From an optimization exercise on the open Yosys and OpenROAD flow, aimed at small area and a short achievable clock period; shortcuts taken in it are not production practice.

## montgomery_kyber
module montgomery_kyber(clk, a, b, out);
input clk;
input [11:0] a, b;
output [11:0] out;
wire n0;
k_nand2 un0 (.a(a[0]), .b(b[0]), .y(n0));
wire n1;
k_nand2 un1 (.a(a[0]), .b(b[1]), .y(n1));
wire n2;
k_nand2 un2 (.a(a[0]), .b(b[2]), .y(n2));
wire n3;
k_nand2 un3 (.a(a[0]), .b(b[3]), .y(n3));
wire n4;
k_nand2 un4 (.a(a[0]), .b(b[4]), .y(n4));
wire n5;
k_nand2 un5 (.a(a[0]), .b(b[5]), .y(n5));
wire n6;
k_nand2 un6 (.a(a[0]), .b(b[6]), .y(n6));
wire n7;
k_nand2 un7 (.a(a[0]), .b(b[7]), .y(n7));
wire n8;
k_nand2 un8 (.a(a[0]), .b(b[8]), .y(n8));
wire n9;
k_nand2 un9 (.a(a[0]), .b(b[9]), .y(n9));
wire n10;
k_nand2 un10 (.a(a[0]), .b(b[10]), .y(n10));
wire n11;
k_nand2 un11 (.a(a[0]), .b(b[11]), .y(n11));
wire n12;
k_nand2 un12 (.a(a[1]), .b(b[0]), .y(n12));
wire n13;
k_nand2 un13 (.a(a[1]), .b(b[1]), .y(n13));
wire n14;
k_nand2 un14 (.a(a[1]), .b(b[2]), .y(n14));
wire n15;
k_nand2 un15 (.a(a[1]), .b(b[3]), .y(n15));
wire n16;
k_nand2 un16 (.a(a[1]), .b(b[4]), .y(n16));
wire n17;
k_nand2 un17 (.a(a[1]), .b(b[5]), .y(n17));
wire n18;
k_nand2 un18 (.a(a[1]), .b(b[6]), .y(n18));
wire n19;
k_nand2 un19 (.a(a[1]), .b(b[7]), .y(n19));
wire n20;
k_nand2 un20 (.a(a[1]), .b(b[8]), .y(n20));
wire n21;
k_nand2 un21 (.a(a[1]), .b(b[9]), .y(n21));
wire n22;
k_nand2 un22 (.a(a[1]), .b(b[10]), .y(n22));
wire n23;
k_nand2 un23 (.a(a[1]), .b(b[11]), .y(n23));
wire n24;
k_nand2 un24 (.a(a[2]), .b(b[0]), .y(n24));
wire n25;
k_nand2 un25 (.a(a[2]), .b(b[1]), .y(n25));
wire n26;
k_nand2 un26 (.a(a[2]), .b(b[2]), .y(n26));
wire n27;
k_nand2 un27 (.a(a[2]), .b(b[3]), .y(n27));
wire n28;
k_nand2 un28 (.a(a[2]), .b(b[4]), .y(n28));
wire n29;
k_nand2 un29 (.a(a[2]), .b(b[5]), .y(n29));
wire n30;
k_nand2 un30 (.a(a[2]), .b(b[6]), .y(n30));
wire n31;
k_nand2 un31 (.a(a[2]), .b(b[7]), .y(n31));
wire n32;
k_nand2 un32 (.a(a[2]), .b(b[8]), .y(n32));
wire n33;
k_nand2 un33 (.a(a[2]), .b(b[9]), .y(n33));
wire n34;
k_nand2 un34 (.a(a[2]), .b(b[10]), .y(n34));
wire n35;
k_nand2 un35 (.a(a[2]), .b(b[11]), .y(n35));
wire n36;
k_nand2 un36 (.a(a[3]), .b(b[0]), .y(n36));
wire n37;
k_nand2 un37 (.a(a[3]), .b(b[1]), .y(n37));
wire n38;
k_nand2 un38 (.a(a[3]), .b(b[2]), .y(n38));
wire n39;
k_nand2 un39 (.a(a[3]), .b(b[3]), .y(n39));
  ...
clock: 12.0 ns
lec_check: 0
cap_margin: 20
core_margin: 2
core_utilization: 40
cts_buf_list: sky130_fd_sc_hd__clkbuf_4 sky130_fd_sc_hd__clkbuf_8
setup_slack_margin: 5
slew_margin: 20
synth_hierarchical: 1
synth_minimum_keep_size: 0
standard.sh (not shown) runs the stock make flow with config.mk's settings and CLKGATE_MAP_FILE= SYNTH_SCRIPT=/design/flow/synth_recipe.tcl, a recipe that flattens the netlist after the stock synthesis.
==> flow/flow/run.sh <==
#!/bin/bash
set -euo pipefail
MARGIN=${MARGIN:-5.75}
BUF=${BUF:-sky130_fd_sc_hd__buf_1}
HERE=$(cd "$(dirname "$0")" && pwd)
bash standard.sh "SETUP_SLACK_MARGIN=$MARGIN" \
  "BUFFER_PORTS_ARGS=-buffer_cell $BUF" \
  "PRE_FLOORPLAN_TCL=$HERE/downsize.tcl" finish > flow_make.log 2>&1
==> flow/flow/downsize.tcl <==
# Before floorplanning: set every combinational cell to its smallest drive
# strength (x1) so that repair_timing sizes up only the cells that need it.
# Flip-flops are left as synthesis made them.
set db [ord::get_db]
set n 0
foreach inst [[ord::get_db_block] getInsts] {
  set m [[$inst getMaster] getName]
  if {[regexp {^(sky130_fd_sc_hd__[a-z0-9]+)_([0-9]+)$} $m -> base sz] && $sz > 1 && ![string match "*__df*" $base] && ![string match "*__dl*" $base]} {
    set new [$db findMaster ${base}_1]
    if {$new ne "NULL"} {
      $inst swapMaster $new
      incr n
    }
  }
}
puts "downsize: $n cells set to x1"
Change:
--- a/flow/flow/run.sh
+++ b/flow/flow/run.sh
@@ -2,3 +2,3 @@
 set -euo pipefail
-MARGIN=${MARGIN:-5.75}
+MARGIN=${MARGIN:-5.82}
 BUF=${BUF:-sky130_fd_sc_hd__buf_1}
Hold slack is about the same.
Wire length increases by about 1.5%.
Utilization is higher by 0.65 points.
First-iteration DRC count fell by about 13%.
Critical path depth shrinks by 1.
Function was not checked in any run of this note: the RTL went through the layout flow alone.


Another version of the RTL of montgomery_kyber (not shown whole).
Size in the first run: about 37 I/O pins, roughly 6100 um^2 of cells after synthesis.
// montgomery_kyber
module montgomery_kyber(clk, a, b, out);
input clk;
input [11:0] a, b;
output [11:0] out;
wire n0;
k_nand2 un0 (.a(a[0]), .b(b[0]), .y(n0));
wire n1;
k_nand2 un1 (.a(a[0]), .b(b[1]), .y(n1));
wire n2;
k_nand2 un2 (.a(a[0]), .b(b[2]), .y(n2));
wire n3;
k_nand2 un3 (.a(a[0]), .b(b[3]), .y(n3));
wire n4;
k_nand2 un4 (.a(a[0]), .b(b[4]), .y(n4));
wire n5;
k_nand2 un5 (.a(a[0]), .b(b[5]), .y(n5));
wire n6;
k_nand2 un6 (.a(a[0]), .b(b[6]), .y(n6));
wire n7;
k_nand2 un7 (.a(a[0]), .b(b[7]), .y(n7));
wire n8;
k_nand2 un8 (.a(a[0]), .b(b[8]), .y(n8));
wire n9;
k_nand2 un9 (.a(a[0]), .b(b[9]), .y(n9));
wire n10;
k_nand2 un10 (.a(a[0]), .b(b[10]), .y(n10));
wire n11;
k_nand2 un11 (.a(a[0]), .b(b[11]), .y(n11));
wire n12;
k_nand2 un12 (.a(a[1]), .b(b[0]), .y(n12));
wire n13;
k_nand2 un13 (.a(a[1]), .b(b[1]), .y(n13));
wire n14;
k_nand2 un14 (.a(a[1]), .b(b[2]), .y(n14));
wire n15;
k_nand2 un15 (.a(a[1]), .b(b[3]), .y(n15));
wire n16;
k_nand2 un16 (.a(a[1]), .b(b[4]), .y(n16));
wire n17;
k_nand2 un17 (.a(a[1]), .b(b[5]), .y(n17));
wire n18;
k_nand2 un18 (.a(a[1]), .b(b[6]), .y(n18));
wire n19;
k_nand2 un19 (.a(a[1]), .b(b[7]), .y(n19));
wire n20;
k_nand2 un20 (.a(a[1]), .b(b[8]), .y(n20));
wire n21;
k_nand2 un21 (.a(a[1]), .b(b[9]), .y(n21));
wire n22;
k_nand2 un22 (.a(a[1]), .b(b[10]), .y(n22));
wire n23;
k_nand2 un23 (.a(a[1]), .b(b[11]), .y(n23));
wire n24;
k_nand2 un24 (.a(a[2]), .b(b[0]), .y(n24));
wire n25;
k_nand2 un25 (.a(a[2]), .b(b[1]), .y(n25));
wire n26;
k_nand2 un26 (.a(a[2]), .b(b[2]), .y(n26));
wire n27;
k_nand2 un27 (.a(a[2]), .b(b[3]), .y(n27));
wire n28;
k_nand2 un28 (.a(a[2]), .b(b[4]), .y(n28));
wire n29;
k_nand2 un29 (.a(a[2]), .b(b[5]), .y(n29));
wire n30;
k_nand2 un30 (.a(a[2]), .b(b[6]), .y(n30));
wire n31;
k_nand2 un31 (.a(a[2]), .b(b[7]), .y(n31));
wire n32;
k_nand2 un32 (.a(a[2]), .b(b[8]), .y(n32));
wire n33;
k_nand2 un33 (.a(a[2]), .b(b[9]), .y(n33));
wire n34;
k_nand2 un34 (.a(a[2]), .b(b[10]), .y(n34));
wire n35;
k_nand2 un35 (.a(a[2]), .b(b[11]), .y(n35));
wire n36;
k_nand2 un36 (.a(a[3]), .b(b[0]), .y(n36));
wire n37;
k_nand2 un37 (.a(a[3]), .b(b[1]), .y(n37));
wire n38;
k_nand2 un38 (.a(a[3]), .b(b[2]), .y(n38));
wire n39;
k_nand2 un39 (.a(a[3]), .b(b[3]), .y(n39));
wire n40;
k_nand2 un40 (.a(a[3]), .b(b[4]), .y(n40));
wire n41;
k_nand2 un41 (.a(a[3]), .b(b[5]), .y(n41));
wire n42;
k_nand2 un42 (.a(a[3]), .b(b[6]), .y(n42));
  ...
Settings: LEC_CHECK=0, CAP_MARGIN=20, CORE_MARGIN=2, CORE_UTILIZATION=40, SETUP_SLACK_MARGIN=5, SLEW_MARGIN=20, SYNTH_HIERARCHICAL=1, SYNTH_MINIMUM_KEEP_SIZE=0; clock period 12.0 ns.
==> flow/flow/run.sh <==
#!/bin/bash
set -euo pipefail
MARGIN=${MARGIN:-5.5}
BUF=${BUF:-sky130_fd_sc_hd__buf_1}
bash standard.sh "SETUP_SLACK_MARGIN=$MARGIN" \
  "BUFFER_PORTS_ARGS=-buffer_cell $BUF" finish > flow_make.log 2>&1
==> next run, changes <==
==> flow/flow/run.sh (replaced) <==
#!/bin/bash
set -euo pipefail
MARGIN=${MARGIN:-5.5}
BUF=${BUF:-sky130_fd_sc_hd__buf_1}
RECOVER=${RECOVER:-0}
bash standard.sh "SETUP_SLACK_MARGIN=$MARGIN" \
  "BUFFER_PORTS_ARGS=-buffer_cell $BUF" "RECOVER_POWER=$RECOVER" finish > flow_make.log 2>&1
What happened:
- The changed run finished clean
- wire length is unchanged
- die area stays the same
- final area does not change
- count of clock-buffer cells in the layout is unchanged
- worst setup slack stays the same
- synthesized cell count does not change
No run of this note included a check of the RTL's function; only the layout flow was run.

what the ideal ports hide:
The results above use ideal ports. As a check the final layouts listed here were re-extracted and re-timed, cells and wires unchanged.
Step 1: set_driving_cell puts a clkbuf_16 on clk and a buf_2 on each other input, an assumption about the parent block.
Step 2 adds t to the input delays and takes it off the output delays; t is the mean of the earliest and latest rising clock arrival at the registers after step 1. Input paths then give back, and output paths get back, about the clock's delay inside the block.
a / b / c = ideal / step 1 / step 2; a / b = the first two.
| run | shift t [ns] | slack for setup (ns) | worst setup path after step 2 |
|---|---|---|---|
| the first run of note 1 | 0.279 | 5.949 / 5.957 / 5.678 | input to register |
| the second run of note 1 | 0.280 | 5.971 / 5.974 / 5.694 | input to register |
| the first run of note 2 | 0.281 | 5.677 / 5.683 / 5.409 | input to register |
| the second run of note 2 | 0.281 | 5.677 / 5.683 / 5.409 | input to register |
After both steps every run listed still meets setup and hold. The setup slack of the second run of note 1, which loses most, moves by +0.003 ns with the drivers and by -0.277 ns with both steps.
